Background: an optimization exercise with open tools, aiming at small area. Do not read the settings as production practice.
Only simulation tests tie the RTL to the original design; equivalence was not proved.
Power is estimated from default activity; no workload was simulated.

File: flow/design.v
module jt49_dcrm2 #(parameter sw=8) (
    input                clk,
    input                cen,
    input                rst,
    input         [sw-1:0]  din,
    output signed [sw-1:0]  dout
);
localparam dw=10;  
reg  signed [sw+dw:0] integ, exact, error;
reg  signed [sw:0] pre_dout;
reg signed [sw:0] q;
always @(*) begin
    exact = integ+error;
    q = exact[sw+dw:dw];
    pre_dout  = { 1'b0, din } - q;
end
assign dout = pre_dout[sw-1:0];
always @(posedge clk)
    if( rst ) begin
        integ <= {sw+dw+1{1'b0}};
        error <= {sw+dw+1{1'b0}};
    end else if( cen ) begin
        integ <= integ + pre_dout;  
        error <= exact-{q, {dw{1'b0}}};
    end
endmodule
module iir_1st_order
#(
	parameter COEFF_WIDTH = 18,
	parameter COEFF_SCALE = 15,
	parameter DATA_WIDTH  = 16,
	parameter COUNT_BITS  = 10
)
(
	input clk,
	input reset,
	input [COUNT_BITS - 1 : 0] div,
	input signed [COEFF_WIDTH - 1 : 0] A2, B1, B2,
   input signed [DATA_WIDTH - 1 :0] in,
   output [DATA_WIDTH - 1:0] out
);
	reg signed [DATA_WIDTH-1:0] x0,x1,y0;
	reg signed [DATA_WIDTH + COEFF_WIDTH - 1 : 0] out32;
	reg [COUNT_BITS - 1:0] count;
	assign out = y0;
	always @ (*) begin
		out32 <= (B1*x0 + B2*x1) - A2*y0;  
	end
	always @ (posedge clk) begin
		if(reset) begin
			count <= 0;
			x0 <= 0;
			x1 <= 0;
			y0 <= 0;
		end
		else begin
			count <= count + 1'd1;
			if (count == div - 1) begin
					count <= 0;
					y0 <= {out32[DATA_WIDTH + COEFF_WIDTH - 1] , out32[COEFF_SCALE + DATA_WIDTH - 2 : COEFF_SCALE]};
					x1 <= x0;
					x0 <= in;
			end
		end
	end
endmodule  
module iir_2nd_order
#(
	parameter COEFF_WIDTH = 18,
	parameter COEFF_SCALE = 14,
	parameter DATA_WIDTH  = 16,
	parameter COUNT_BITS  = 10
)
(
	input clk,
	input reset,
	input [COUNT_BITS - 1 : 0] div,
	input signed [COEFF_WIDTH - 1 : 0] A2, A3, B1, B2, B3,
   input signed [DATA_WIDTH - 1 : 0] in,
   output [DATA_WIDTH - 1 : 0] out
);
	reg signed [DATA_WIDTH-1 : 0] x0,x1,x2;
	reg signed [DATA_WIDTH-1 : 0] y0,y1;
	reg signed [(DATA_WIDTH + COEFF_WIDTH - 1) : 0] out32;
	reg [COUNT_BITS : 0] count;
	assign out = y0;
	always @ (*) begin
		out32 <= (B1*x0 + B2*x1 + B3*x2) - (A2*y0 + A3*y1);  
	end
	always @ (posedge clk) begin
		if(reset) begin
			count <=  0;
			x0 <= 0;
			x1 <= 0;
			x2 <= 0;
			y0 <= 0;
			y1 <= 0; 
		end
		else begin
			count <= count + 1'd1;
			if (count == div - 1) begin
					count <= 0;
					y1 <= y0;
					y0 <= {out32[DATA_WIDTH + COEFF_WIDTH - 1] , out32[(DATA_WIDTH + COEFF_SCALE - 2) : COEFF_SCALE]};
					x2 <= x1;
					x1 <= x0;
					x0 <= in;
			end
		end
	end
endmodule  
module arkanoid_lpf(
	input clk,
	input reset,
	input signed [15:0] in,
	output signed [15:0] out);
	wire [9:0] div = 10'd256;  
	wire signed [17:0] A2;
	wire signed [17:0] B2;
	wire signed [17:0] B1;
	wire signed [15:0] audio_post_lpf1;
	assign A2 = -18'd18211;
	assign B1 = 18'd7278;
	assign B2 = 18'd7278;
	iir_1st_order lpf6db(.clk(clk),
								.reset(reset),
								.div(div),
								.A2(A2),
								.B1(B1),
								.B2(B2),
								.in(in),
								.out(audio_post_lpf1)); 
	assign out = audio_post_lpf1;
endmodule
module arkanoid_audio
(
	input                clk_48m,
	input                reset,       
	input          [9:0] sound_raw,   
	input                pause,
	input                vol_boost,
	output signed [15:0] sound
);
reg [8:0] div;
always @(posedge clk_48m) begin
	if(!reset)
		div <= 9'd0;
	else
		div <= div + 9'd1;
end
wire dcrm_cen = !div;
wire signed [15:0] sound_dcrm;
jt49_dcrm2 #(16) dcrm
(
	.clk(clk_48m),
	.cen(dcrm_cen),
	.rst(~reset),
	.din({5'd0, sound_raw}),
	.dout(sound_dcrm)
);
wire signed [15:0] sound_filtered;
arkanoid_lpf lpf
(
	.clk(clk_48m),
	.reset(~reset),
	.in(sound_dcrm),
	.out(sound_filtered)
);
assign sound = pause ? 16'd0 : vol_boost ? (sound_filtered <<< 16'd5) : (sound_filtered <<< 16'd4);
endmodule
File: flow/run.sh
#!/bin/bash
# synth_recipe.tcl (not shown) runs the flow's synth.tcl, then flattens the netlist and writes it again
# the make line also repeats each setting of config.mk as NAME=value (left out here)
make -C /OpenROAD-flow-scripts/flow DESIGN_CONFIG=/design/flow/config.mk WORK_HOME=/design/flow/orfs CLKGATE_MAP_FILE= SYNTH_SCRIPT=/design/flow/synth_recipe.tcl finish
File: flow/config.mk
export PLATFORM = sky130hd
export DESIGN_NAME = arkanoid_audio
export DESIGN_NICKNAME = arkanoid_audio
export VERILOG_FILES = /design/flow/design.v
export SDC_FILE = /design/flow/constraint.sdc
export NUM_CORES = 4
export LEC_CHECK = 0
export CAP_MARGIN = 20
export CORE_MARGIN = 2
export CORE_UTILIZATION = 40
export SLEW_MARGIN = 20
File: flow/constraint.sdc
create_clock -name core_clock -period 20.0 [get_ports {clk_48m}]
set_input_delay 4.0000 -clock core_clock [delete_from_list [all_inputs] [get_ports {clk_48m}]]
set_output_delay 4.0000 -clock core_clock [all_outputs]
set_load 0.01 [all_outputs]
==> results of run 1 <==
-- state kept, by name (all words and copies together), names as in the netlist --
register / count
lpf.lpf6db.x1: 16
lpf.lpf6db.x0: 16
lpf.lpf6db.y0: 16
dcrm.integ: 27
dcrm.error: 10
lpf.lpf6db.count: 10
div: 9
-- worst max-delay path, delay by kind of cell, from the launching register on --
| family | cells | cell delay (ns) |
|---|---|---|
| flops | 1 | 0.36 |
| buf+inv | 5 | 0.25 |
| xor+xnor | 2 | 0.34 |
| fa+ha+maj | 13 | 5.92 |
| compound gates | 15 | 2.84 |
| simple gates | 2 | 0.35 |
-- per-layer routing --
layer,up-vias,part of all wire [%]
met4,0,3.3
met1,7898,44
met5,-,0
li1,7854,-
met3,79,3.5
met2,243,49
-- path summary, 6_finish.rpt --
check / endpoint / slack (ns) / cells after the start
max reg2reg: lpf.lpf6db.y0[15]$_SDFFE_PN0P_ / 9.87 / 37
min: dcrm.error[7]$_SDFFE_PN0N_ / 0.47 / 2
max: lpf.lpf6db.y0[15]$_SDFFE_PN0P_ / 9.87 / 37
min reg2reg: dcrm.error[7]$_SDFFE_PN0N_ / 0.47 / 2
-- synth_stat cells, types with 8 or more instances --
| cell type | number |
|---|---|
| o211ai_1 | 8 |
| nor2b_1 | 14 |
| nor3_1 | 23 |
| xor2_1 | 52 |
| inv_1 | 575 |
| nand2_1 | 171 |
| nand4_1 | 20 |
| o31ai_1 | 9 |
| o21ai_0 | 51 |
| o21a_1 | 9 |
| a31oi_1 | 11 |
| nand2b_1 | 12 |
| a21o_1 | 56 |
| nand3_1 | 32 |
| nor2_1 | 117 |
| dfxtp_1 | 104 |
| mux2i_1 | 20 |
| clkbuf_1 | 33 |
| o21bai_1 | 15 |
| fa_1 | 355 |
| xnor2_1 | 109 |
| a211oi_1 | 19 |
| ha_1 | 336 |
| and3_1 | 15 |
| a21oi_1 | 158 |
| or3_1 | 17 |
| and2_1 | 9 |
-- metrics by stage --
step | setup WS [ns] | hold slack, ns | utilization (%) | instance area, um^2
after global placement | 10.09 | 0.440 | 42.2 | 23200
final | 9.87 | 0.467 | 42.7 | 23500
after CTS | 9.90 | 0.471 | 42.7 | 23500
after detailed placement | 9.91 | 0.455 | 42.2 | 23200
after floorplan | 10.54 | 0.430 | - | 22200
after global routing | 9.31 | 0.504 | 42.7 | 23500
-- cells in the final DEF (no fill, tap or decap), types with 11 or more instances in the layout --
cell type and count:
a21oi_1 158, ha_1 336, nor2b_1 14, inv_1 574, or3_1 17, mux2i_1 20
nand4_1 20, nor3_1 23, nand2_1 170, xor2_1 52, a21o_1 56, a31oi_1 11
xnor2_1 109, dfxtp_1 104, nand3_1 32, buf_4 11, clkdlybuf4s50_1 25, nand2b_1 12
a211oi_1 19, o21bai_1 15, fa_1 355, and3_1 15, o21ai_0 51, nor2_1 117
-- layout make-up --
cell class              count  area, um^2  share of cell area, %
well taps                 748         936                   3.98
multi-input cells        1739       17700                   75.3
repair buffers             36         333                   1.42
clock inverters             7        66.3                  0.282
inverters                 576        2160                   9.20
flip-flops and latches    104        2080                   8.86
clock buffers               9         225                  0.958
-- kinds of logic after synthesis --
group,share of synthesized area [%]
adder cells (fa/ha/maj),51.0
buffers and inverters,10.9
AND/OR/NAND/NOR,10.1
AO/OA/AOI/OAI,11.3
XOR/XNOR,6.36
flip-flops,9.39
multiplexers,0.903
other,0.0169
-- power groups by stage --
stage                     logic (mW)  clock network (mW)  registers [mW]
after floorplan                0.479                   0           0.258
after global placement         0.571                   0           0.273
after detailed placement       0.582                   0           0.274
after CTS                      0.588               0.195           0.269
after global routing           0.668               0.203           0.273
final                          0.589               0.188           0.269
==> impl_metrics.toml, run 1 <==
[power_and_ir_drop]
power.internal_mw = 0.577
ir_drop_uv = 89.7
power_density_nw_per_um2 = 44.5
p_seq_share_pct = 25.7
total_power_mw = 1.05
combPwrFrac_pct = 56.3
p_leak_nw = 12.0
p_sw_share_pct = 44.9
pwr-share-clk_pct = 18.0
p_sw_mw = 0.470

[routing]
drcViolationCount = 0
vias = 16100
drt-total-wl_um = 54100
drtIter0Drc = 760
viasPerCell = 4.99
drt-pass1-iter-count = 5
postRouteAntennaNets = 0
wl_per_cell_um = 16.8

[yosys]
synth.area.top_cells = "fa_1 32%, ha_1 19%, inv_1 9.7%, dfxtp_1 9.4%, xnor2_1 4.3%"
ys.flop_type = "dfxtp_1"
synthArstFlopShare_pct = 0
synth_top_area_cell = "fa_1"
synth_edf_count = 0
synthDominantCellAreaShare_pct = 32.0
yosysWarnings = 4
ys_seq_area_share_pct = 9.39
ys_types = 86
netlist_area_um2 = 22200
ys_ff_latch = 104
synth_cells = 2463
syn_avg_cell_area_um2 = 9.01

[floorplan]
io_pins = 30
die_w_um = 239
start_util_pct = 40.3
coreArea_um2 = 55000
die_y_um = 239
rows = 86
die_area_um2 = 57400

[status]
outcome = "finished clean"

[clocking]
cts_tree = "done"
cts_resized = 0
clk_latency_ns = 0.40
clock-root-buffer = "clkbuf_16"
cts_setup_buffers = 0
cts_buffers = 9
clk_pin_slew_ns = 0.09
holdBufCountCts = 0
clock_sinks = 104
cts_htree_levels = 3
cts_buffer_depth = 2

[timing]
tns_ns = 0
rsz0062_at_grt = "false"
relSlewSlack_pct = 33.7
fin_crit_ns = 10.13
hold_viol_final = 0
fmax_mhz = 98.7
slew_violations = 0
fin_worst_skew_ns = 0.0190
setup_viol = 0
worst_pin_slew_ns = 0.991
post-route-period-util_pct = 50.7

[placed_design]
routabilityCongestion = 0.916
port_buffers = 25
numPlacedInstances = 3203
dp_hpwl_um = 46800

[critical_path]
critPathSlowestCell = "fa_1"
critPathRequiredTime_ns = 20.31
crit_path_start_kind = "flop"
crit_start = "lpf.lpf6db.x0[8]$_SDFFE_PN0P_"
timing.rr.start = "lpf.lpf6db.x0[8]$_SDFFE_PN0P_"
cp-end-kind = "flop"
crit_path_frequent_cell = "fa_1"
cpPeakStageDelay_ns = 0.55
path_max_fanout = 7
cp_data_arrival_time_ns = 10.44
crit_type = "reg2reg"

[grt]
overflow = 0
groute.usage.overall_pct = 19.8
grt.met3_usage_pct = 3.00
grt_max_degree = 79
use_met2_pct = 34.3
grt_pass1_wl_um = 88100
met1_usage_pct = 25.1
busiest_layer = "met2"
grt_antenna_before_repair = 0
grt_pass1_vias = 16900

[layout]
diodes = 0
fillers = 5480
nets = 3171
drive_gt1_share_pct = 2.55
instances_no_fill = 3219
area_growth_pct = 5.96

[worst_hold_path]
hold_start = "dcrm.error[7]$_SDFFE_PN0N_"
min_path_type = "reg2reg"

[flow_run]
max_cap_violations = 0
==> run 2: changes to the inputs <==
==> flow/design.v (replaced) <==
module arkanoid_audio
(
	input                clk_48m,
	input                reset,       
	input          [9:0] sound_raw,   
	input                pause,
	input                vol_boost,
	output signed [15:0] sound
);
reg [8:0] div;
always @(posedge clk_48m) begin
	if(!reset)
		div <= 9'd0;
	else
		div <= div + 9'd1;
end
wire [7:0] t8 = div[7:0];
wire [3:0] mi = t8[3:0];           
wire [3:0] mk = t8[7:4];           
wire dw    = ~div[8] & (t8 >= 8'd1) & (t8 <= 8'd21);    
wire cw    = (t8 >= 8'd1) & (t8 <= 8'd12);              
wire mw    = t8[7] | t8[6];                             
wire j0    = (t8 == 8'd1);
wire jlt10 = (t8 >= 8'd1) & (t8 <= 8'd10);
wire jle10 = (t8 >= 8'd1) & (t8 <= 8'd11);
wire lpf_edge = (t8 == 8'd255);
reg vB;
always @(posedge clk_48m) begin
	if(!reset)
		vB <= 1'b0;
	else if(div == 9'd511)
		vB <= 1'b1;
end
wire vA = vB | div[8];
reg [31:0] er;      
reg [14:0] ar;      
reg [11:0] X;       
reg [11:0] S;       
reg [10:0] y;       
reg  [2:0] dc;      
reg        mc;      
reg        cc;      
reg        sc;      
wire eE = er[10] & vB;                
wire eR = eE & jlt10;
wire ee = er[0] & vB & jlt10;         
wire eq = er[20] & vB & jle10;        
wire es = S[0] & jlt10;               
wire [2:0] dcin = j0 ? 3'd2 : dc;
wire [3:0] dsum = eE + eR + !ee + es + !eq + dcin;
always @(posedge clk_48m) begin
	dc <= dsum[3:1];
	er[30:10] <= er[31:11];
	er[8:0] <= er[9:1];
	er[9] <= dw ? dsum[0] : er[10];
	er[31] <= (dw & jlt10) ? eE : er[0];
end
wire cs = ar[0] & jlt10;
wire cq = er[20] & jle10;
wire ccin = j0 | cc;
wire xbit = cs ^ !cq ^ ccin;
wire Xo = X[0] & vB;
wire scin = !j0 & sc;
wire sbit = xbit ^ Xo ^ scin;
always @(posedge clk_48m) begin
	cc <= (cs & !cq) | (cs & ccin) | (!cq & ccin);
	sc <= (xbit & Xo) | (xbit & scin) | (Xo & scin);
	if(cw)
		X <= {xbit, X[11:1]};
	if(div == 9'd0)
		S <= {2'b00, sound_raw};
	else if(cw | (mw & (mi == 4'd15)))
		S <= {sbit, S[11:1]};
end
reg yb;
always @(*) begin
	case(mk)
		4'd4:  yb = y[0];
		4'd5:  yb = y[1];
		4'd6:  yb = y[2];
		4'd7:  yb = y[3];
		4'd8:  yb = y[4];
		4'd9:  yb = y[5];
		4'd10: yb = y[6];
		4'd11: yb = y[7];
		4'd12: yb = y[8];
		4'd13: yb = y[9];
		default: yb = y[10];
	endcase
end
wire bs = S[0] & vA & mw;
wire by = yb & vA & mw;
wire [15:0] cpos = (bs ? 16'd7278 : 16'd0) + (by ? 16'd18211 : 16'd0);
wire [15:0] op16 = (mk == 4'd15) ? -cpos : cpos;
wire opb = op16[mi];
wire ma = ar[0];
wire mcin = (mi != 4'd0) & mc;
wire msum = ma ^ opb ^ mcin;
wire ain = mw & ((mi == 4'd0) ? mc : msum);
always @(posedge clk_48m) begin
	mc <= (ma & opb) | (ma & mcin) | (opb & mcin);
	ar[14] <= ain;
	ar[13:12] <= ar[14:13];
	ar[11] <= !lpf_edge & ar[12];
	ar[10:1] <= lpf_edge ? sound_raw : ar[11:2];
	ar[0] <= ar[1];
	if(lpf_edge)
		y <= ar[14:4];
end
wire en = vA & !pause;
assign sound = !en ? 16'd0 : vol_boost ? {y, 5'd0} : {y[10], y, 4'd0};
endmodule
--- a/flow/config.mk
+++ b/flow/config.mk
@@ -5,6 +5,7 @@
 export SDC_FILE = /design/flow/constraint.sdc
 export NUM_CORES = 4
 export LEC_CHECK = 0
+export ABC_AREA = 1
 export CAP_MARGIN = 20
 export CORE_MARGIN = 2
 export CORE_UTILIZATION = 40
==> impl_metrics.toml, run 2 <==
[status]
outcome = "finished clean"

[grt]
grt_pass1_wl_um = 11700
groute.usage.overall_pct = 14.4
grt_antenna_before_repair = 0
grt_max_degree = 24
overflow = 0
grt_pass1_vias = 2610

[routing]
vias = 2618
postRouteAntennaNets = 0
drcViolationCount = 0
wl_per_cell_um = 11.6
drt-total-wl_um = 6730
viasPerCell = 4.50
drtIter0Drc = 84
drt-pass1-iter-count = 4

[placed_design]
dp_hpwl_um = 4860
routabilityCongestion = 0.830
port_buffers = 25
numPlacedInstances = 566
dp_slack_ns = 10.21

[floorplan]
coreArea_um2 = 9680
io_pins = 30
start_util_pct = 40.7
rows = 36
die_w_um = 103
die_area_um2 = 10700
die_y_um = 103

[timing]
setup_viol = 0
worst_pin_slew_ns = 0.668
hold_viol_final = 0
fin_crit_ns = 9.79
relSlewSlack_pct = 55.4
fmax_mhz = 102
slew_violations = 0
worst_slack_ns = 10.21
tns_ns = 0
post-route-period-util_pct = 49.0
fin_worst_skew_ns = 0.0171
rsz0062_at_grt = "false"

[yosys]
synthDominantCellAreaShare_pct = 33.0
synth_edf_count = 33
netlist_area_um2 = 3940
synth.area.top_cells = "dfxtp_1 33%, edfxtp_1 25%, nand2_1 8.1%, inv_1 6.2%, o21ai_0 3.9%"
synth_cells = 419
yosysMostFrequentCell = "nand2_1"
ys_ff_latch = 98
yosysWarnings = 1
ys_types = 35
synthArstFlopShare_pct = 0
synth_top_area_cell = "dfxtp_1"
ys_seq_area_share_pct = 58.1
syn_avg_cell_area_um2 = 9.41
ys_top_cells_by_count = "85 x nand2_1, 65 x dfxtp_1, 65 x inv_1, 40 x nor2_1, 33 x edfxtp_1"
ys.flop_type = "dfxtp_1"

[clocking]
cts_setup_buffers = 0
cts_resized = 0
cts_htree_levels = 3
cts_buffer_depth = 2
clock_sinks = 98
clk_pin_slew_ns = 0.09
cts_buffers = 9
clock-root-buffer = "clkbuf_8"
holdBufCountCts = 0
clk_latency_ns = 0.36
cts_tree = "done"

[power_and_ir_drop]
p_sw_mw = 0.0983
combPwrFrac_pct = 7.5
pwr-share-clk_pct = 31.6
p_seq_share_pct = 60.9
total_power_mw = 0.399
power.internal_mw = 0.301
p_sw_share_pct = 24.6
ir_drop_uv = 45.7
p_leak_nw = 1.93
power_density_nw_per_um2 = 89.0

[critical_path]
crit_path_start_kind = "input port"
critPathSlowestCell = "clkdlybuf4s50_1"
cp-end-kind = "primary output"
crit_family = "buffers and inverters"
crit_type = "in2out"
cp.buffers_inverters = 3
cpPeakStageDelay_ns = 0.86
cp_cell_sequence = "clkdlybuf4s50_1 > nand2_1 > o21ai_0 > nand2_1 > inv_1 > clkdlybuf4s50_1"
path_max_fanout = 18
critPathRequiredTime_ns = 16.00
cp_data_arrival_time_ns = 5.79

[layout]
largest_register = "er"
area_growth_pct = 13.8
final_cell_mix = "85 x nand2_1, 65 x dfxtp_1, 65 x inv_1, 40 x nor2_1, 33 x edfxtp_1"
largest_reg_flops = 32
layout_commonest_cell = "nand2_1"
diodes = 0
nets = 475
fin_util_pct = 46.4
instances_no_fill = 582
top_regs = "er: 32 flops, ar: 15 flops"
drive_gt1_share_pct = 7.57

[worst_hold_path]
min_path_type = "reg2reg"

[flow_run]
max_cap_violations = 0
==> run 2: cell count changes in the layout (fill, tap and decap cells not counted), sizes merged, moves of 83 or more <==
cell | previous run | this run
xnor2 | 109 | 2
inv | 579 | 70
ha | 336 | 11
fa | 355 | 6
nand2 | 171 | 88
a21oi | 160 | 8
==> run 2: metrics by stage <==
stage | cell area (um^2) | hold WS (ns)
floorplan | 3960 | 0.310
global placement | 4280 | 0.310
detailed placement | 4280 | 0.312
CTS | 4490 | 0.326
global route | 4490 | 0.339
finish | 4490 | 0.326
==> run 2: area by class of cell <==
class / instances / area, um^2
inverter: 70 / 263
fill: 930 / 5190
multi-input combinational: 240 / 1310
clock inverter: 6 / 57.6
timing repair buffer: 25 / 250
clock buffer: 10 / 149
sequential: 98 / 2290
tap: 133 / 166
==> run 2: power groups by stage <==
stage               Sequential (mW)  Clock, mW  Combinational [mW]
floorplan                     0.245          0              0.0219
global placement              0.248          0              0.0290
detailed placement            0.248          0              0.0295
CTS                           0.244      0.131              0.0302
global route                  0.247      0.137              0.0346
finish                        0.243      0.126              0.0298
==> run 2: path summary, 6_finish.rpt <==
kind | cells past startpoint | startpoint | slack, ns | endpoint
max | 6 | vol_boost | 10.21 | sound[6]
min reg2reg | 0 | er[13]$_DFF_P_ | 0.33 | er[12]$_DFF_P_
min | 0 | er[13]$_DFF_P_ | 0.33 | er[12]$_DFF_P_
max reg2reg | 15 | div[0]$_SDFF_PN0_ | 16.45 | dc[0]$_DFF_P_
==> run 2: kinds of logic (layout without fill, tap and decap cells) <==
kind of cell    count (synthesis)  count (layout)  synth area share [%]
mux                             3               3                 0.761
fa+ha+maj                      17              17                  6.54
simple gates                  162             162                  17.8
compound gates                 51              51                  7.14
buf+inv                        84             111                  8.91
flops                          98              98                  58.1
xor+xnor                        3               3                 0.666
other cells                     1               4                0.0951
==> run 2: per-layer routing <==
metal / GRT usage [%] / part of all wire (%) / wire [um] / up-vias
li1: - / - / - / 1365
met1: 19.2 / 51 / 3400 / 1209
met2: 22.6 / 45 / 3010 / 33
met3: 3.23 / 2.9 / 197 / 11
met4: 6.28 / 1.8 / 119 / 0
met5: 0 / 0 / 0 / -
==> run 3: changes to the inputs <==
--- a/flow/config.mk
+++ b/flow/config.mk
@@ -8,5 +8,6 @@
 export ABC_AREA = 1
 export CAP_MARGIN = 20
 export CORE_MARGIN = 2
-export CORE_UTILIZATION = 40
+export CORE_UTILIZATION = 75
+export PLACE_DENSITY = 0.8
 export SLEW_MARGIN = 20
==> impl_metrics.toml, run 3 <==
[status]
outcome = "finished clean"

[routing]
drcViolationCount = 0
viasPerCell = 5.41
drtIter0Drc = 208
wl_per_cell_um = 14.3
drt-total-wl_um = 7400
drt-pass1-iter-count = 5
postRouteAntennaNets = 0
vias = 2809

[clocking]
clk_latency_ns = 0.36
cts_tree = "done"
cts_buffers = 9
cts_setup_buffers = 0
clk_pin_slew_ns = 0.10
cts_resized = 0
cts_buffer_depth = 2
cts_htree_levels = 3
holdBufCountCts = 0
clock_sinks = 98
clock-root-buffer = "clkbuf_8"

[critical_path]
critPathSlowestCell = "clkdlybuf4s50_1"
cp.buffers_inverters = 2
crit_family = "buffers and inverters"
crit_start = "vol_boost"
critPathRequiredTime_ns = 16.00
timing.rr.start = "div[0]$_SDFF_PN0_"
path_max_fanout = 18
cp-end-kind = "primary output"
crit_type = "in2out"
crit_path_frequent_cell = "clkdlybuf4s50_1"
cp_data_arrival_time_ns = 5.80
crit_path_start_kind = "input port"
cpPeakStageDelay_ns = 0.87
cp_cell_sequence = "clkdlybuf4s50_1 > nor2_1 > a211oi_1 > clkdlybuf4s50_1"

[worst_hold_path]
min_path_type = "reg2reg"
hold_start = "er[19]$_DFF_P_"

[layout]
top_regs = "er: 32 flops, ar: 15 flops"
nets = 475
largest_reg_flops = 32
fillers = 260
final_cell_mix = "85 x nand2_1, 65 x dfxtp_1, 65 x inv_1, 40 x nor2_1, 33 x edfxtp_1"
drive_gt1_share_pct = 7.57
layout_commonest_cell = "nand2_1"
largest_register = "er"
seq_area_um2 = 2290
multi_input_area_um2 = 1310
diodes = 0
area_growth_pct = 11.3

[yosys]
ys_seq_area_share_pct = 58.1
synth_edf_count = 33
netlist_area_um2 = 3940
yosysWarnings = 1
synthArstFlopShare_pct = 0
synth_top_area_cell = "dfxtp_1"
ys_types = 35
ys_top_cells_by_count = "85 x nand2_1, 65 x dfxtp_1, 65 x inv_1, 40 x nor2_1, 33 x edfxtp_1"
synth_cells = 419
synth.area.top_cells = "dfxtp_1 33%, edfxtp_1 25%, nand2_1 8.1%, inv_1 6.2%, o21ai_0 3.9%"
synthDominantCellAreaShare_pct = 33.0
ys_ff_latch = 98
syn_avg_cell_area_um2 = 9.41
yosysMostFrequentCell = "nand2_1"
ys.flop_type = "dfxtp_1"

[timing]
hold_viol_final = 0
fmax_mhz = 102
worst_slack_ns = 10.20
rsz0062_at_grt = "false"
slew_violations = 0
setup_viol = 0
fin_worst_skew_ns = 0.0114
tns_ns = 0
post-route-period-util_pct = 49.0
relSlewSlack_pct = 55.3
worst_pin_slew_ns = 0.665
fin_crit_ns = 9.80

[placed_design]
port_buffers = 25
routabilityCongestion = 0.905
dp_slack_ns = 10.20
dp_hpwl_um = 5320

[grt]
groute.usage.overall_pct = 28.0
grt_pass1_vias = 2832
grt_pass1_wl_um = 12600
grt_antenna_before_repair = 0
overflow = 0
grt_max_degree = 24

[floorplan]
die_y_um = 76.5
start_util_pct = 77.7
rows = 26
io_pins = 30
coreArea_um2 = 5070
die_area_um2 = 5850
die_w_um = 76.5

[power_and_ir_drop]
p_leak_nw = 1.93
ir_drop_uv = 79.4
power_density_nw_per_um2 = 89.6

[flow_run]
max_cap_violations = 0
run 3: cells by family after synthesis:
logic type      Yosys count  synth area share (%)
fa+ha+maj                17                  6.54
flops                    98                  58.1
buf+inv                  84                  8.91
simple gates            162                  17.8
compound gates           51                  7.14
xor+xnor                  3                 0.666
other cells               1                0.0951
mux                       3                 0.761
run 3: area by class of cell:
cell class              count  share of cell area, %
repair buffers             25                   5.70
flip-flops and latches     98                   52.2
clock buffers              10                   3.14
clock inverters             6                   1.06
multi-input cells         240                   29.9
well taps                  70                   2.00
inverters                  70                   5.99
run 3: final timing paths:
path,slack [ns],cells past startpoint,end
worst max-delay path,10.20,4,sound[7]
worst min-delay path,0.33,0,er[18]$_DFF_P_
worst max register to register,16.45,15,dc[0]$_DFF_P_
worst min register to register,0.33,0,er[18]$_DFF_P_
run 3: layer usage:
metal  wire, um  GRT usage [%]  vias to the layer above  share of wire, %
met1       3020           33.3                     1318                41
met2       3800           47.9                      107                51
met4        160           10.5                        0               2.2
li1           -              -                     1362                 -
met5          0              0                        -                 0
met3        419           8.89                       22               5.7
run 3: power breakdown:
group,internal [mW],leakage [nW],switching (mW)
clock network,0.0501,0.0994,0.0677
logic,0.0103,0.969,0.0198
registers,0.236,0.858,0.00954
total,0.296,1.93,0.0971
run 3: per-stage QoR:
stage / std cells / total power, mW / area, um^2 / hold WS (ns) / utilization (%)
after floorplan: 422 / 0.266 / 3960 / 0.310 / -
after global placement: 503 / 0.275 / 4200 / 0.310 / 82.8
after detailed placement: 503 / 0.278 / 4200 / 0.312 / 82.8
after CTS: 519 / 0.395 / 4390 / 0.336 / 86.5
after global routing: 519 / 0.409 / 4390 / 0.340 / 86.5
final: 519 / 0.393 / 4390 / 0.327 / 86.5
==> run 4: changes to the inputs <==
--- a/flow/config.mk
+++ b/flow/config.mk
@@ -5,9 +5,7 @@
 export SDC_FILE = /design/flow/constraint.sdc
 export NUM_CORES = 4
 export LEC_CHECK = 0
-export ABC_AREA = 1
 export CAP_MARGIN = 20
 export CORE_MARGIN = 2
-export CORE_UTILIZATION = 75
-export PLACE_DENSITY = 0.8
+export CORE_UTILIZATION = 40
 export SLEW_MARGIN = 20
==> impl_metrics.toml, run 4 <==
[layout]
largest_reg_flops = 32
area_growth_pct = 13.4
largest_register = "er"
top_regs = "er: 32 flops, ar: 15 flops"
final_cell_mix = "65 x dfxtp_1, 33 x edfxtp_1, 25 x clkdlybuf4s50_1, 22 x nor2_1, 22 x mux2_2"
nets = 365
drive_gt1_share_pct = 15.9
layout_commonest_cell = "dfxtp_1"
diodes = 0

[critical_path]
timing.rr.start = "div[0]$_SDFF_PN0_"
cp_data_arrival_time_ns = 5.67
crit_type = "in2out"
critPathRequiredTime_ns = 16.00
cp_cell_sequence = "clkdlybuf4s50_1 > mux2i_1 > nor2_1 > clkdlybuf4s50_1"
crit_path_frequent_cell = "clkdlybuf4s50_1"
cp-end-kind = "primary output"
crit_path_start_kind = "input port"
cpPeakStageDelay_ns = 0.84
path_max_fanout = 11
crit_start = "vol_boost"
critPathSlowestCell = "clkdlybuf4s50_1"
cp.buffers_inverters = 2
crit_family = "buffers and inverters"

[yosys]
synth_top_family_by_area = "simple AND/OR/NAND/NOR gates"
synth_xor_area_share_pct = 1.53
synth.area.top_cells = "dfxtp_1 33%, edfxtp_1 25%, mux2_2 6.2%, mux2i_1 4.3%, ha_1 3.4%"
ys_ff_latch = 98
synth_top_area_cell = "dfxtp_1"
synth_compound_area_share_pct = 5.60
synthAdderAreaFrac_pct = 6.44
synth_cells = 311
synthDominantCellAreaShare_pct = 32.5
syn_avg_cell_area_um2 = 12.9
synthMuxAreaShare_pct = 12.2
synth_edf_count = 33
ys.flop_type = "dfxtp_1"
ys_types = 59
yosysWarnings = 1
yosysMostFrequentCell = "dfxtp_1"
netlist_area_um2 = 4000
ys_top_cells_by_count = "65 x dfxtp_1, 33 x edfxtp_1, 23 x nor2_1, 22 x mux2_2, 17 x mux2i_1"
synthArstFlopShare_pct = 0
synth-simple-area-share_pct = 12.3
ys_seq_area_share_pct = 57.3

[status]
outcome = "finished clean"

[grt]
overflow = 0
grt_pass1_wl_um = 11200
grt_max_degree = 24
grt_pass1_vias = 2233
grt_antenna_before_repair = 0
groute.usage.overall_pct = 13.0

[floorplan]
start_util_pct = 41.1
rows = 36
die_w_um = 104
die_y_um = 104
io_pins = 30
die_area_um2 = 10800
coreArea_um2 = 9730

[power_and_ir_drop]
ir_drop_uv = 51.1
power_density_nw_per_um2 = 91.6
total_power_mw = 0.416
p_leak_nw = 1.79

[timing]
rsz0062_at_grt = "false"
hold_viol_final = 0
tns_ns = 0
slew_violations = 0
fmax_mhz = 103
fin_worst_skew_ns = 0.0119
worst_pin_slew_ns = 0.628
hold_ws_ns = 0.318
setup_viol = 0
post-route-period-util_pct = 48.4
relSlewSlack_pct = 58.1
fin_crit_ns = 9.67

[clocking]
clock-root-buffer = "clkbuf_8"
cts_htree_levels = 3
cts_buffer_depth = 2
clock_sinks = 98
cts_tree = "done"
cts_resized = 0
cts_setup_buffers = 0
cts_buffers = 9
clk_pin_slew_ns = 0.09
holdBufCountCts = 0
clk_latency_ns = 0.35

[routing]
topRoutingLayerUsed = "met4"
drcViolationCount = 0
m1WireLength_um = 3390
wl_per_cell_um = 14.0
vias = 2270
drt-pass1-iter-count = 4
drtIter0Drc = 97
wl_met3_um = 214
route.met2.wl_um = 2910
viasPerCell = 4.81
drt-total-wl_um = 6620
postRouteAntennaNets = 0

[placed_design]
port_buffers = 25
routabilityCongestion = 0.804
dp_hpwl_um = 4690

[worst_hold_path]
min_path_type = "reg2reg"
hold_start = "er[22]$_DFF_P_"

[flow_run]
max_cap_violations = 0
==> run 4: cell types whose count changed after synthesis, moves of 5 or more <==
cell / change
a21oi_1: -5
and2_1: +12
inv_1: -50
mux2_2: +22
mux2i_1: +14
nand2_1: -70
nand3_1: -14
nor2_1: -17
o21ai_0: -24
==> run 4: path summary, 6_finish.rpt <==
check | cells past startpoint | end | slack [ns]
worst min-delay path | 0 | er[21]$_DFF_P_ | 0.32
worst max register to register | 13 | dc[1]$_DFF_P_ | 16.06
worst max-delay path | 4 | sound[10] | 10.33
worst min register to register | 0 | er[21]$_DFF_P_ | 0.32
==> run 4: metrics by stage <==
step	util [%]	std cells	area, um^2	setup WS [ns]
after floorplan	-	314	4010	11.27
after CTS	46.6	472	4530	10.33
after global routing	46.6	472	4540	10.19
after detailed placement	44.3	456	4310	10.33
after global placement	44.3	456	4310	10.36
final	46.6	472	4540	10.33
==> run 4: kinds of logic after synthesis <==
kind of cell             count (synthesis)
other                                    1
buffers and inverters                   32
flip-flops                              98
AND/OR/NAND/NOR                         83
multiplexers                            43
XOR/XNOR                                 7
AO/OA/AOI/OAI                           30
adder cells (fa/ha/maj)                 17
==> run 4: area by class of cell <==
class / instances / area (um^2)
clock buffers: 12 / 145
inverters: 16 / 60.1
flip-flops and latches: 98 / 2290
fillers: 910 / 5190
repair buffers: 25 / 250
well taps: 133 / 166
multi-input cells: 184 / 1550
clock inverters: 4 / 75.1
==> run 4: layer usage <==
metal,GRT usage [%],vias to the layer above
met5,0,-
li1,-,1125
met4,5.12,0
met3,3.38,8
met2,19.3,37
met1,18.3,1100
==> run 4: power breakdown <==
part / internal [mW] / switching [mW]
Combinational: 0.0157 / 0.0167
Clock: 0.0744 / 0.0648
Sequential: 0.236 / 0.00840
==> run 5: changes to the inputs <==
==> flow/flow/run.sh (new file) <==
#!/bin/bash
# Standard ORFS layout with smaller port buffers and no CTS dummy loads.
set -euo pipefail
cd "$(dirname "${BASH_SOURCE[0]}")/.."
export BUFFER_PORTS_ARGS="-buffer_cell sky130_fd_sc_hd__buf_1"
export CTS_ARGS="-sink_clustering_enable -repair_clock_nets -dont_use_dummy_load"
bash standard.sh finish > flow_standard.log 2>&1
==> flow/standard.sh (new file) <==
#!/bin/bash
# synth_recipe.tcl (not shown) runs the flow's synth.tcl, then flattens the netlist and writes it again
# the make line also repeats each setting of config.mk as NAME=value (left out here)
make -C /OpenROAD-flow-scripts/flow DESIGN_CONFIG=/design/flow/config.mk WORK_HOME=/design/flow/orfs CLKGATE_MAP_FILE= SYNTH_SCRIPT=/design/flow/synth_recipe.tcl "${@:-finish}"
--- a/flow/config.mk
+++ b/flow/config.mk
@@ -5,7 +5,9 @@
 export SDC_FILE = /design/flow/constraint.sdc
 export NUM_CORES = 4
 export LEC_CHECK = 0
+export ABC_AREA = 1
 export CAP_MARGIN = 20
 export CORE_MARGIN = 2
-export CORE_UTILIZATION = 40
+export CORE_UTILIZATION = 70
+export PLACE_DENSITY = 0.75
 export SLEW_MARGIN = 20
removed: flow/run.sh
==> impl_metrics.toml, run 5 <==
[worst_hold_path]
min_path_type = "reg2reg"
holdPathEnd = "er[2]$_DFF_P_"
hold_depth = 0
hold_start = "er[3]$_DFF_P_"

[critical_path]
cpPeakStageDelay_ns = 0.54
ff2ff_path_depth = 15
reg2reg_slack_ns = 16.52
crit_type = "in2out"
cp_data_arrival_time_ns = 5.08
path_max_fanout = 18
r2r-end = "dc[0]$_DFF_P_"
cp.buffers_inverters = 2
critPathRequiredTime_ns = 16.00
crit_path_start_kind = "input port"
cp_cell_sequence = "buf_1 > nor2_1 > a211oi_1 > buf_1"
cp-end-kind = "primary output"
crit_path_frequent_cell = "buf_1"
critPathSlowestCell = "buf_1"
crit_family = "buffers and inverters"
timing.rr.start = "div[0]$_SDFF_PN0_"

[layout]
drive_gt1_share_pct = 6.11
area_growth_pct = 5.84
nets = 475
top_regs = "er: 32 flops, ar: 15 flops"
finalInstanceArea_um2 = 4170
diodes = 0
fillers = 395
largest_register = "er"
instances_no_fill = 514
seq_area_um2 = 2290
final_cell_mix = "85 x nand2_1, 65 x dfxtp_1, 65 x inv_1, 40 x nor2_1, 33 x edfxtp_1"
multi_input_area_um2 = 1310
layout_commonest_cell = "nand2_1"
largest_reg_flops = 32

[placed_design]
dp_hpwl_um = 4750
numPlacedInstances = 505
port_buffers = 25
routabilityCongestion = 0.857
placed_cell_area_um2 = 4050

[timing]
fin_worst_skew_ns = 0.0401
post-route-period-util_pct = 45.4
fmax_mhz = 110
fin_crit_ns = 9.08
worst_pin_slew_ns = 0.730
tns_ns = 0
hold_viol_final = 0
setup_viol = 0
hold_ws_ns = 0.316
rsz0062_at_grt = "false"
relSlewSlack_pct = 51.3
slew_violations = 0

[clocking]
clk_pin_slew_ns = 0.11
clock_sinks = 98
cts_htree_levels = 3
cts_resized = 0
cts_setup_buffers = 0
clk_latency_ns = 0.36
cts_buffers = 9
clock-root-buffer = "clkbuf_8"
cts_buffer_depth = 2
cts_tree = "done"
holdBufCountCts = 0

[yosys]
synth_edf_count = 33
ys_ff_latch = 98
synthDominantCellAreaShare_pct = 33.0
synth_cells = 419
syn_avg_cell_area_um2 = 9.41
synth.area.top_cells = "dfxtp_1 33%, edfxtp_1 25%, nand2_1 8.1%, inv_1 6.2%, o21ai_0 3.9%"
yosysMostFrequentCell = "nand2_1"
ys.flop_type = "dfxtp_1"
synth_top_area_cell = "dfxtp_1"
ys_top_cells_by_count = "85 x nand2_1, 65 x dfxtp_1, 65 x inv_1, 40 x nor2_1, 33 x edfxtp_1"
synthArstFlopShare_pct = 0
ys_types = 35
ys_seq_area_share_pct = 58.1
yosysWarnings = 1
netlist_area_um2 = 3940

[floorplan]
die_y_um = 79.1
die_area_um2 = 6250
rows = 27
io_pins = 30
coreArea_um2 = 5470
start_util_pct = 72.1
die_w_um = 79.1

[power_and_ir_drop]
p_leak_nw = 1.83
power_density_nw_per_um2 = 88.3
ir_drop_uv = 76.9

[grt]
grt_max_degree = 24
use_met2_pct = 37.3
overflow = 0
grt_pass1_wl_um = 10800
groute.usage.overall_pct = 22.6
grt_antenna_before_repair = 0
met1_usage_pct = 30.1
busiest_layer = "met2"
grt.met3_usage_pct = 3.41
grt_pass1_vias = 2446

[routing]
drcViolationCount = 0
vias = 2598
postRouteAntennaNets = 0
drt-total-wl_um = 6450
drtIter0Drc = 191
viasPerCell = 5.05
wl_per_cell_um = 12.5
drt-pass1-iter-count = 4

[flow_run]
max_cap_violations = 0

[status]
outcome = "finished clean"
-- run 5: changes by cell type after synthesis, moves of 4 or more --
cell	previous run	this run
xnor2_1	6	2
a21oi_1	3	8
mux2_2	22	0
and2_1	12	0
nand2_1	15	85
inv_1	15	65
nand3_1	4	18
nor2_1	23	40
o21ai_0	7	31
o21ai_1	0	4
mux2i_1	17	3
nor3b_1	4	0
-- run 5: final cells by class --
cell class,instances,area share (%)
clock buffer,9,2.97
inverter,70,6.29
multi-input combinational,240,31.4
sequential,98,54.9
tap,72,2.16
timing repair buffer,25,2.25
-- run 5: power by group --
group	total, mW	internal, mW	switching [mW]
sequential	0.244	0.236	0.00861
clock	0.0962	0.0404	0.0558
combinational	0.0281	0.00886	0.0193
total	0.369	0.285	0.0837
-- run 5: stage by stage --
stage | util [%] | setup slack, ns | total power, mW
2_1_floorplan | - | 11.25 | 0.266
3_3_place_gp | 74.0 | 10.99 | 0.274
3_5_place_dp | 74.0 | 10.94 | 0.277
4_1_cts | 76.3 | 10.94 | 0.371
5_1_grt | 76.3 | 10.78 | 0.383
6_report | 76.3 | 10.92 | 0.369
-- run 5: cells by family after synthesis --
group	after synthesis	synth area share, %
AOI/OAI and AO/OA	51	7.14
xor gates and xnor gates	3	0.666
adders and majority gates	17	6.54
buffers and inverters	84	8.91
DFF	98	58.1
muxes	3	0.761
other	1	0.0951
and+or+nand+nor	162	17.8
-- run 5: metal layers --
layer  routed length (um)  part of all wire [%]
met3                  179                   2.8
met4                  135                   2.1
met5                    0                     0
met2                 3050                    47
met1                 3080                    48
-- run 5: how the worst max path moves through the flow --
stage / startpoint / to / slack, ns / cells past startpoint
floorplan: pause / sound[11] / 11.25 / 3
global placement: vol_boost / sound[7] / 10.99 / 4
global route: vol_boost / sound[11] / 10.78 / 4
CTS: vol_boost / sound[14] / 10.94 / 4
finish: vol_boost / sound[14] / 10.92 / 4
detailed placement: vol_boost / sound[7] / 10.94 / 4
==> run 6: changes to the inputs <==
--- a/flow/design.v
+++ b/flow/design.v
@@ -34,8 +34,9 @@
 wire vA = vB | div[8];
 reg [31:0] er;      
 reg [14:0] ar;      
-reg [11:0] X;       
-reg [11:0] S;       
+reg [15:0] X;       
+reg [14:0] S;       
+reg        bsl;     
 reg [10:0] y;       
 reg  [2:0] dc;      
 reg        mc;      
@@ -65,12 +66,12 @@
 always @(posedge clk_48m) begin
 	cc <= (cs & !cq) | (cs & ccin) | (!cq & ccin);
 	sc <= (xbit & Xo) | (xbit & scin) | (Xo & scin);
-	if(cw)
-		X <= {xbit, X[11:1]};
-	if(div == 9'd0)
-		S <= {2'b00, sound_raw};
-	else if(cw | (mw & (mi == 4'd15)))
-		S <= {sbit, S[11:1]};
+	X <= {cw ? xbit : X[0], X[15:1]};
+	S[14] <= cw ? sbit : S[0];
+	S[13:10] <= S[14:11];
+	S[9:0] <= (div == 9'd0) ? sound_raw : S[10:1];
+	if(mi == 4'd15)
+		bsl <= S[13];
 end
 reg yb;
 always @(*) begin
@@ -88,13 +89,14 @@
 		default: yb = y[10];
 	endcase
 end
-wire bs = S[0] & vA & mw;
-wire by = yb & vA & mw;
+wire mg = vA & mw;
+wire bs = bsl & mg;
+wire by = yb & mg;
+wire last = (mk == 4'd15);        
 wire [15:0] cpos = (bs ? 16'd7278 : 16'd0) + (by ? 16'd18211 : 16'd0);
-wire [15:0] op16 = (mk == 4'd15) ? -cpos : cpos;
-wire opb = op16[mi];
+wire opb = cpos[mi] ^ last;
 wire ma = ar[0];
-wire mcin = (mi != 4'd0) & mc;
+wire mcin = (mi == 4'd0) ? last : mc;
 wire msum = ma ^ opb ^ mcin;
 wire ain = mw & ((mi == 4'd0) ? mc : msum);
 always @(posedge clk_48m) begin
==> impl_metrics.toml, run 6 <==
[clocking]
cts_buffers = 9
clk_pin_slew_ns = 0.08
holdBufCountCts = 0
clk_latency_ns = 0.37
cts_buffer_depth = 2
cts_setup_buffers = 0
cts_resized = 0
clock-root-buffer = "clkbuf_8"
cts_tree = "done"
clock_sinks = 106
cts_htree_levels = 3

[placed_design]
routabilityCongestion = 0.885
dp_hpwl_um = 4520
placed_cell_area_um2 = 3900
port_buffers = 25
dp_slack_ns = 10.87

[power_and_ir_drop]
combPwrFrac_pct = 6.8
p_leak_nw = 1.80
p_sw_share_pct = 21.6
p_seq_share_pct = 67.5
power.internal_mw = 0.304
pwr-share-clk_pct = 25.7
ir_drop_uv = 88.0
p_sw_mw = 0.0836
power_density_nw_per_um2 = 96.3

[routing]
drtIter0Drc = 157
viasPerCell = 5.14
postRouteAntennaNets = 0
drt-total-wl_um = 6210
drcViolationCount = 0
drt-pass1-iter-count = 4
wl_per_cell_um = 13.1
vias = 2449

[timing]
post-route-period-util_pct = 45.7
rsz0062_at_grt = "false"
worst_pin_slew_ns = 0.746
fin_worst_skew_ns = 0.0347
tns_ns = 0
fin_crit_ns = 9.14
setup_viol = 0
relSlewSlack_pct = 49.9
fmax_mhz = 109
hold_viol_final = 0
worst_slack_ns = 10.86
slew_violations = 0

[critical_path]
timing.rr.start = "div[5]$_SDFF_PN0_"
cp_data_arrival_time_ns = 5.14
critPathSlowestCell = "buf_1"
reg2reg_slack_ns = 16.41
cpPeakStageDelay_ns = 0.53
cp_cell_sequence = "buf_1 > mux2_2 > nand2_1 > inv_1 > buf_1"
path_max_fanout = 15
ff2ff_path_depth = 20
critPathRequiredTime_ns = 16.00
crit_path_frequent_cell = "buf_1"
crit_path_start_kind = "input port"
cp-end-kind = "primary output"
crit_family = "buffers and inverters"
r2r-end = "ar[14]$_DFF_P_"
crit_type = "in2out"
cp.buffers_inverters = 3
crit_start = "vol_boost"

[yosys]
synth_edf_count = 12
ys_ff_latch = 106
syn_avg_cell_area_um2 = 9.96
synth_top_area_cell = "dfxtp_1"
ys.flop_type = "dfxtp_1"
synthArstFlopShare_pct = 0
synth_cells = 376
yosysWarnings = 1
ys_seq_area_share_pct = 59.9
netlist_area_um2 = 3740
synth.area.top_cells = "dfxtp_1 50%, edfxtp_1 9.6%, nand2_1 7.9%, inv_1 4.5%, mux2_2 3.9%"
yosysMostFrequentCell = "dfxtp_1"
synthDominantCellAreaShare_pct = 50.3
ys_types = 31
ys_top_cells_by_count = "94 x dfxtp_1, 79 x nand2_1, 45 x inv_1, 31 x nor2_1, 17 x nand3_1"

[floorplan]
die_y_um = 77.1
die_w_um = 77.1
io_pins = 30
die_area_um2 = 5950
start_util_pct = 72.9
coreArea_um2 = 5140
rows = 26

[layout]
layout_commonest_cell = "dfxtp_1"
area_growth_pct = 7.45
diodes = 0
nets = 439
final_cell_mix = "94 x dfxtp_1, 79 x nand2_1, 45 x inv_1, 31 x nor2_1, 25 x buf_1"
top_regs = "er: 32 flops, X: 16 flops"
finalInstanceArea_um2 = 4020
largest_register = "er"
drive_gt1_share_pct = 7.14
largest_reg_flops = 32

[grt]
grt_pass1_vias = 2540
grt_pass1_wl_um = 11000
grt_max_degree = 20
grt_antenna_before_repair = 0
overflow = 0
groute.usage.overall_pct = 23.9

[worst_hold_path]
min_path_type = "reg2reg"
hold_depth = 0
hold_start = "er[16]$_DFF_P_"
holdPathEnd = "er[15]$_DFF_P_"

[status]
outcome = "finished clean"

[flow_run]
max_cap_violations = 0
[run 6: cell count changes in the layout (fill, tap and decap cells not counted), moves of 9 or more]
cell	previous run	this run
edfxtp_1	33	12
mux2_2	0	13
dfxtp_1	65	94
nor2_1	40	31
o21ai_0	31	13
inv_1	65	45
[run 6: worst max-delay path by stage]
stage	endpoint	slack [ns]	depth (start not counted)
finish	sound[5]	10.86	5
CTS	sound[5]	10.88	5
global route	sound[5]	10.76	5
detailed placement	sound[5]	10.87	5
global placement	sound[5]	10.90	5
floorplan	sound[13]	11.02	4
[run 6: power by group through the flow]
stage / logic, mW / clock network, mW / registers, mW
2_1_floorplan: 0.0210 / 0 / 0.262
3_3_place_gp: 0.0252 / 0 / 0.265
3_5_place_dp: 0.0263 / 0 / 0.267
4_1_cts: 0.0267 / 0.102 / 0.262
5_1_grt: 0.0302 / 0.108 / 0.265
6_report: 0.0264 / 0.0994 / 0.262
[run 6: kinds of logic (layout without fill, tap and decap cells)]
group,Yosys count,count (layout),share of synthesized area [%]
buffers and inverters,58,85,6.31
other,1,4,0.100
xor gates and xnor gates,2,2,0.468
muxes,18,18,5.25
DFF,106,106,59.9
and+or+nand+nor,147,147,17.1
adders and majority gates,17,17,6.88
AOI/OAI and AO/OA,27,27,4.04
[run 6: worst reg2reg max path: cells and delay by family, from the launching register on]
| family | cells | cell delay (ns) |
|---|---|---|
| compound gates | 4 | 0.62 |
| fa+ha+maj | 2 | 0.69 |
| buf+inv | 2 | 0.32 |
| flops | 1 | 0.69 |
| simple gates | 12 | 1.18 |
[run 6: metrics by stage]
step	cells	total power, mW	util, %	hold slack [ns]
after floorplan	379	0.283	-	0.310
after global placement	467	0.290	75.9	0.310
after detailed placement	467	0.293	75.9	0.312
after CTS	476	0.391	78.3	0.315
after global routing	476	0.404	78.3	0.318
final	476	0.388	78.3	0.317
[run 6: routing by layer]
metal	part of all wire, %	track usage (%)	up-vias	routed length (um)
met4	2.3	10.5	0	143
met3	5.1	6.71	14	314
met5	0	0	-	0
met2	47	38.8	58	2900
li1	-	-	1249	-
met1	46	29.7	1128	2860
[run 6: area by class of cell]
| class | instances | area (um^2) |
|---|---|---|
| Timing Repair Buffer | 27 | 109 |
| Tap cell | 70 | 87.6 |
| Multi-Input combinational cell | 215 | 1280 |
| Inverter | 49 | 184 |
| Clock buffer | 9 | 124 |
| Fill cell | 350 | 1120 |
| Sequential cell | 106 | 2240 |
==> run 7: changes to the inputs <==
==> flow/flow/run.sh (replaced) <==
#!/bin/bash
set -euo pipefail
cd "$(dirname "${BASH_SOURCE[0]}")/.."
export BUFFER_PORTS_ARGS="-buffer_cell sky130_fd_sc_hd__buf_1"
export CTS_ARGS="-sink_clustering_enable -repair_clock_nets -dont_use_dummy_load -sink_clustering_size 30 -sink_clustering_max_diameter 100 -buf_list sky130_fd_sc_hd__clkbuf_8"
bash standard.sh finish > flow_standard.log 2>&1
==> impl_metrics.toml, run 7 <==
[timing]
post-route-period-util_pct = 45.7
setup_viol = 0
fmax_mhz = 109
hold_viol_final = 0
fin_crit_ns = 9.14
hold_ws_ns = 0.317
rsz0062_at_grt = "false"
relSlewSlack_pct = 49.9
fin_worst_skew_ns = 0.0347
slew_violations = 0
worst_pin_slew_ns = 0.746
tns_ns = 0

[yosys]
ys_ff_latch = 106
ys_types = 31
synthDominantCellAreaShare_pct = 50.3
syn_avg_cell_area_um2 = 9.96
synthArstFlopShare_pct = 0
synth_cells = 376
netlist_area_um2 = 3740
yosysWarnings = 1
synth.area.top_cells = "dfxtp_1 50%, edfxtp_1 9.6%, nand2_1 7.9%, inv_1 4.5%, mux2_2 3.9%"
synth_top_area_cell = "dfxtp_1"
ys_seq_area_share_pct = 59.9
synth_edf_count = 12
ys_top_cells_by_count = "94 x dfxtp_1, 79 x nand2_1, 45 x inv_1, 31 x nor2_1, 17 x nand3_1"
yosysMostFrequentCell = "dfxtp_1"
ys.flop_type = "dfxtp_1"

[routing]
vias = 2449
postRouteAntennaNets = 0
drtIter0Drc = 157
viasPerCell = 5.14
wl_per_cell_um = 13.1
drt-total-wl_um = 6210
drcViolationCount = 0
drt-pass1-iter-count = 4

[clocking]
holdBufCountCts = 0
clock_sinks = 106
cts_buffer_depth = 2
cts_setup_buffers = 0
clk_latency_ns = 0.37
clock-root-buffer = "clkbuf_8"
cts_htree_levels = 3
clk_pin_slew_ns = 0.08
cts_tree = "done"
cts_resized = 0
cts_buffers = 9

[placed_design]
routabilityCongestion = 0.885
dp_hpwl_um = 4520
placed_cell_area_um2 = 3900
port_buffers = 25

[critical_path]
critPathRequiredTime_ns = 16.00
timing.rr.start = "div[5]$_SDFF_PN0_"
reg2reg_slack_ns = 16.41
crit_type = "in2out"
ff2ff_path_depth = 20
crit_path_start_kind = "input port"
cp-end-kind = "primary output"
path_max_fanout = 15
r2r-end = "ar[14]$_DFF_P_"
cp_data_arrival_time_ns = 5.14

[grt]
grt_pass1_wl_um = 11000
overflow = 0
groute.usage.overall_pct = 23.9
grt_max_degree = 20
grt_antenna_before_repair = 0
grt_pass1_vias = 2540

[floorplan]
die_w_um = 77.1
coreArea_um2 = 5140
rows = 26
io_pins = 30
start_util_pct = 72.9
die_area_um2 = 5950
die_y_um = 77.1

[power_and_ir_drop]
p_leak_nw = 1.80
p_seq_share_pct = 67.5
p_sw_share_pct = 21.6
power_density_nw_per_um2 = 96.3
p_sw_mw = 0.0836
power.internal_mw = 0.304
combPwrFrac_pct = 6.8
pwr-share-clk_pct = 25.7
ir_drop_uv = 88.0

[layout]
fillers = 350
diodes = 0
final_cell_mix = "94 x dfxtp_1, 79 x nand2_1, 45 x inv_1, 31 x nor2_1, 25 x buf_1"
drive_gt1_share_pct = 7.14
largest_reg_flops = 32
area_growth_pct = 7.45
largest_register = "er"
nets = 439
top_regs = "er: 32 flops, X: 16 flops"
finalInstanceArea_um2 = 4020
layout_commonest_cell = "dfxtp_1"

[worst_hold_path]
holdPathEnd = "er[15]$_DFF_P_"
hold_depth = 0
min_path_type = "reg2reg"
hold_start = "er[16]$_DFF_P_"

[status]
outcome = "finished clean"

[flow_run]
max_cap_violations = 0
[run 7: worst max-delay path by stage]
stage / slack (ns) / depth (start not counted) / from / end
finish: 10.86 / 5 / vol_boost / sound[5]
global route: 10.76 / 5 / vol_boost / sound[5]
CTS: 10.88 / 5 / vol_boost / sound[5]
detailed placement: 10.87 / 5 / vol_boost / sound[5]
global placement: 10.90 / 5 / vol_boost / sound[5]
floorplan: 11.02 / 4 / vol_boost / sound[13]
[run 7: worst max-delay path, stage by stage]
cell	delay (ns)
buf_1	0.53
mux2_2	0.40
nand2_1	0.05
inv_1	0.04
buf_1	0.11
[run 7: power by group through the flow]
stage | combinational, mW | sequential (mW) | clock, mW
after floorplan | 0.0210 | 0.262 | 0
after global placement | 0.0252 | 0.265 | 0
after detailed placement | 0.0263 | 0.267 | 0
after CTS | 0.0267 | 0.262 | 0.102
after global routing | 0.0302 | 0.265 | 0.108
final | 0.0264 | 0.262 | 0.0994
[run 7: cell families after synthesis]
| kind of cell | after synthesis | share of synthesized area, % |
|---|---|---|
| xor gates and xnor gates | 2 | 0.468 |
| other | 1 | 0.100 |
| and+or+nand+nor | 147 | 17.1 |
| buffers and inverters | 58 | 6.31 |
| AOI/OAI and AO/OA | 27 | 4.04 |
| DFF | 106 | 59.9 |
| muxes | 18 | 5.25 |
| adders and majority gates | 17 | 6.88 |
[run 7: stage by stage]
step / util [%] / setup WS, ns / total power [mW] / std cells
after floorplan: - / 11.02 / 0.283 / 379
after CTS: 78.3 / 10.88 / 0.391 / 476
after global routing: 78.3 / 10.76 / 0.404 / 476
after global placement: 75.9 / 10.90 / 0.290 / 467
final: 78.3 / 10.86 / 0.388 / 476
after detailed placement: 75.9 / 10.87 / 0.293 / 467
[run 7: cell type report]
type / instances / area [um^2] / share of cell area (%)
sequential: 106 / 2240 / 55.7
tap: 70 / 87.6 / 2.18
clock buffer: 9 / 124 / 3.08
inverter: 49 / 184 / 4.57
multi-input combinational: 215 / 1280 / 31.7
timing repair buffer: 27 / 109 / 2.71
[run 7: per-layer routing]
| layer | global-route usage (%) | part of all wire [%] | up-vias |
|---|---|---|---|
| li1 | - | - | 1249 |
| met5 | 0 | 0 | - |
| met4 | 10.5 | 2.3 | 0 |
| met2 | 38.8 | 47 | 58 |
| met1 | 29.7 | 46 | 1128 |
| met3 | 6.71 | 5.1 | 14 |
==> run 8: changes to the inputs <==
==> flow/flow/run.sh (replaced) <==
#!/bin/bash
set -euo pipefail
cd "$(dirname "${BASH_SOURCE[0]}")/.."
export BUFFER_PORTS_ARGS="-buffer_cell sky130_fd_sc_hd__buf_1"
export CTS_ARGS="-sink_clustering_enable -repair_clock_nets -dont_use_dummy_load -sink_clustering_size 10 -sink_clustering_max_diameter 40 -root_buf sky130_fd_sc_hd__clkbuf_8 -buf_list sky130_fd_sc_hd__clkbuf_4"
bash standard.sh finish > flow_standard.log 2>&1
==> impl_metrics.toml, run 8 <==
[critical_path]
critPathRequiredTime_ns = 16.00
crit_type = "in2out"
path_max_fanout = 15
crit_path_start_kind = "input port"
cp-end-kind = "primary output"
cp_data_arrival_time_ns = 5.14

[yosys]
ys_types = 31
ys_ff_latch = 106
ys_seq_area_share_pct = 59.9
synthArstFlopShare_pct = 0
synthDominantCellAreaShare_pct = 50.3
yosysMostFrequentCell = "dfxtp_1"
synth_top_area_cell = "dfxtp_1"
synth.area.top_cells = "dfxtp_1 50%, edfxtp_1 9.6%, nand2_1 7.9%, inv_1 4.5%, mux2_2 3.9%"
synth_cells = 376
syn_avg_cell_area_um2 = 9.96
ys_top_cells_by_count = "94 x dfxtp_1, 79 x nand2_1, 45 x inv_1, 31 x nor2_1, 17 x nand3_1"
synth_edf_count = 12
yosysWarnings = 1
netlist_area_um2 = 3740
ys.flop_type = "dfxtp_1"

[placed_design]
routabilityCongestion = 0.885
port_buffers = 25
placed_cell_area_um2 = 3900
dp_slack_ns = 10.87
dp_hpwl_um = 4520
numPlacedInstances = 467

[timing]
hold_ws_ns = 0.317
fin_crit_ns = 9.14
slew_violations = 0
relSlewSlack_pct = 49.9
setup_viol = 0
fmax_mhz = 109
tns_ns = 0
worst_slack_ns = 10.86
fin_worst_skew_ns = 0.0347
rsz0062_at_grt = "false"
post-route-period-util_pct = 45.7
hold_viol_final = 0
worst_pin_slew_ns = 0.746

[routing]
drtIter0Drc = 157
postRouteAntennaNets = 0
viasPerCell = 5.14
drt-total-wl_um = 6210
drt-pass1-iter-count = 4
wl_per_cell_um = 13.1
drcViolationCount = 0
vias = 2449

[clocking]
cts_tree = "done"
cts_buffers = 9
cts_setup_buffers = 0
clk_pin_slew_ns = 0.08
cts_resized = 0
cts_htree_levels = 3
cts_buffer_depth = 2
clock_sinks = 106
clk_latency_ns = 0.37
holdBufCountCts = 0
clock-root-buffer = "clkbuf_8"

[layout]
layout_commonest_cell = "dfxtp_1"
nets = 439
fin_util_pct = 78.3
top_regs = "er: 32 flops, X: 16 flops"
diodes = 0
instances_no_fill = 476
drive_gt1_share_pct = 7.14
final_cell_mix = "94 x dfxtp_1, 79 x nand2_1, 45 x inv_1, 31 x nor2_1, 25 x buf_1"
area_growth_pct = 7.45
largest_register = "er"
finalInstanceArea_um2 = 4020
largest_reg_flops = 32

[power_and_ir_drop]
total_power_mw = 0.388
combPwrFrac_pct = 6.8
power.internal_mw = 0.304
ir_drop_uv = 88.0
power_density_nw_per_um2 = 96.3
p_leak_nw = 1.80
p_sw_share_pct = 21.6
p_sw_mw = 0.0836
pwr-share-clk_pct = 25.7
p_seq_share_pct = 67.5

[floorplan]
io_pins = 30
die_w_um = 77.1
die_y_um = 77.1
rows = 26
die_area_um2 = 5950
start_util_pct = 72.9
coreArea_um2 = 5140

[grt]
grt_pass1_wl_um = 11000
grt_antenna_before_repair = 0
grt_pass1_vias = 2540
groute.usage.overall_pct = 23.9
grt_max_degree = 20
overflow = 0

[flow_run]
max_cap_violations = 0

[worst_hold_path]
min_path_type = "reg2reg"

[status]
outcome = "finished clean"
-- run 8: cell counts in the layout (fill, tap and decap cells not counted) --
Identical to the previous run, type by type.
-- run 8: metal layers --
metal | vias up | global-route usage [%] | share of wire [%]
li1 | 1249 | - | -
met1 | 1128 | 29.7 | 46
met2 | 58 | 38.8 | 47
met3 | 14 | 6.71 | 5.1
met4 | 0 | 10.5 | 2.3
met5 | - | 0 | 0
-- run 8: worst max-delay path, cell delays in order --
cell and delay (ns):
buf_1 0.53, mux2_2 0.40, nand2_1 0.05, inv_1 0.04, buf_1 0.11
-- run 8: power groups by stage --
stage / logic, mW / registers [mW] / clock network, mW
after floorplan: 0.0210 / 0.262 / 0
after global placement: 0.0252 / 0.265 / 0
after detailed placement: 0.0263 / 0.267 / 0
after CTS: 0.0267 / 0.262 / 0.102
after global routing: 0.0302 / 0.265 / 0.108
final: 0.0264 / 0.262 / 0.0994
-- run 8: area by class of cell --
class / count / area (um^2)
sequential: 106 / 2240
timing repair buffer: 27 / 109
fill: 350 / 1120
inverter: 49 / 184
tap: 70 / 87.6
clock buffer: 9 / 124
multi-input combinational: 215 / 1280
-- run 8: final timing paths --
kind                           from        endpoint  slack (ns)  cells after the start
setup / recovery          vol_boost        sound[5]       10.86                      5
hold / removal       er[16]$_DFF_P_  er[15]$_DFF_P_        0.32                      0
setup reg to reg  div[5]$_SDFF_PN0_  ar[14]$_DFF_P_       16.41                     20
hold reg to reg      er[16]$_DFF_P_  er[15]$_DFF_P_        0.32                      0
-- run 8: kinds of logic after synthesis --
group / after synthesis / synth area share (%)
AOI/OAI and AO/OA: 27 / 4.04
xor gates and xnor gates: 2 / 0.468
adders and majority gates: 17 / 6.88
buffers and inverters: 58 / 6.31
DFF: 106 / 59.9
muxes: 18 / 5.25
other: 1 / 0.100
and+or+nand+nor: 147 / 17.1

==> separate check: timing with driven ports <==
The results above use ideal ports. As a check the final layouts listed here were re-extracted and re-timed, cells and wires unchanged.
Step 1, drivers: a clkbuf_16 drives clk_48m and a buf_2 each remaining input, both assumed.
Step 2 times the ports against the registers' clock, not the clock port: input delays grow and output delays shrink by t, the midpoint of the rising clock arrivals with the driver on.
a / b / c = no drivers / after step 1 / after step 2; a / b = the first two.
| run | shift t [ns] | setup slack, ns | worst setup path after step 2 | latest minus earliest clock arrival (ns) | pins driven straight from the clock port |
|---|---|---|---|---|---|
| run 1 | 0.443 | 9.867 / 9.867 / 9.867 | register to register | 0.019 / 0.019 | 1 |
| run 2 | 0.388 | 10.209 / 10.184 / 10.184 | input to output | 0.017 / 0.017 | 1 |
| run 3 | 0.387 | 10.199 / 10.173 / 10.173 | input to output | 0.011 / 0.012 | 1 |
| run 4 | 0.378 | 10.325 / 10.302 / 10.302 | input to output | 0.015 / 0.014 | 1 |
| run 5 | 0.373 | 10.917 / 10.891 / 10.891 | input to output | 0.040 / 0.040 | 1 |
| run 6 | 0.380 | 10.863 / 10.837 / 10.837 | input to output | 0.035 / 0.035 | 1 |
| run 7 | 0.380 | 10.863 / 10.837 / 10.837 | input to output | 0.035 / 0.035 | 1 |
| run 8 | 0.380 | 10.863 / 10.837 / 10.837 | input to output | 0.035 / 0.035 | 1 |
After both steps setup and hold are still met in every run listed.
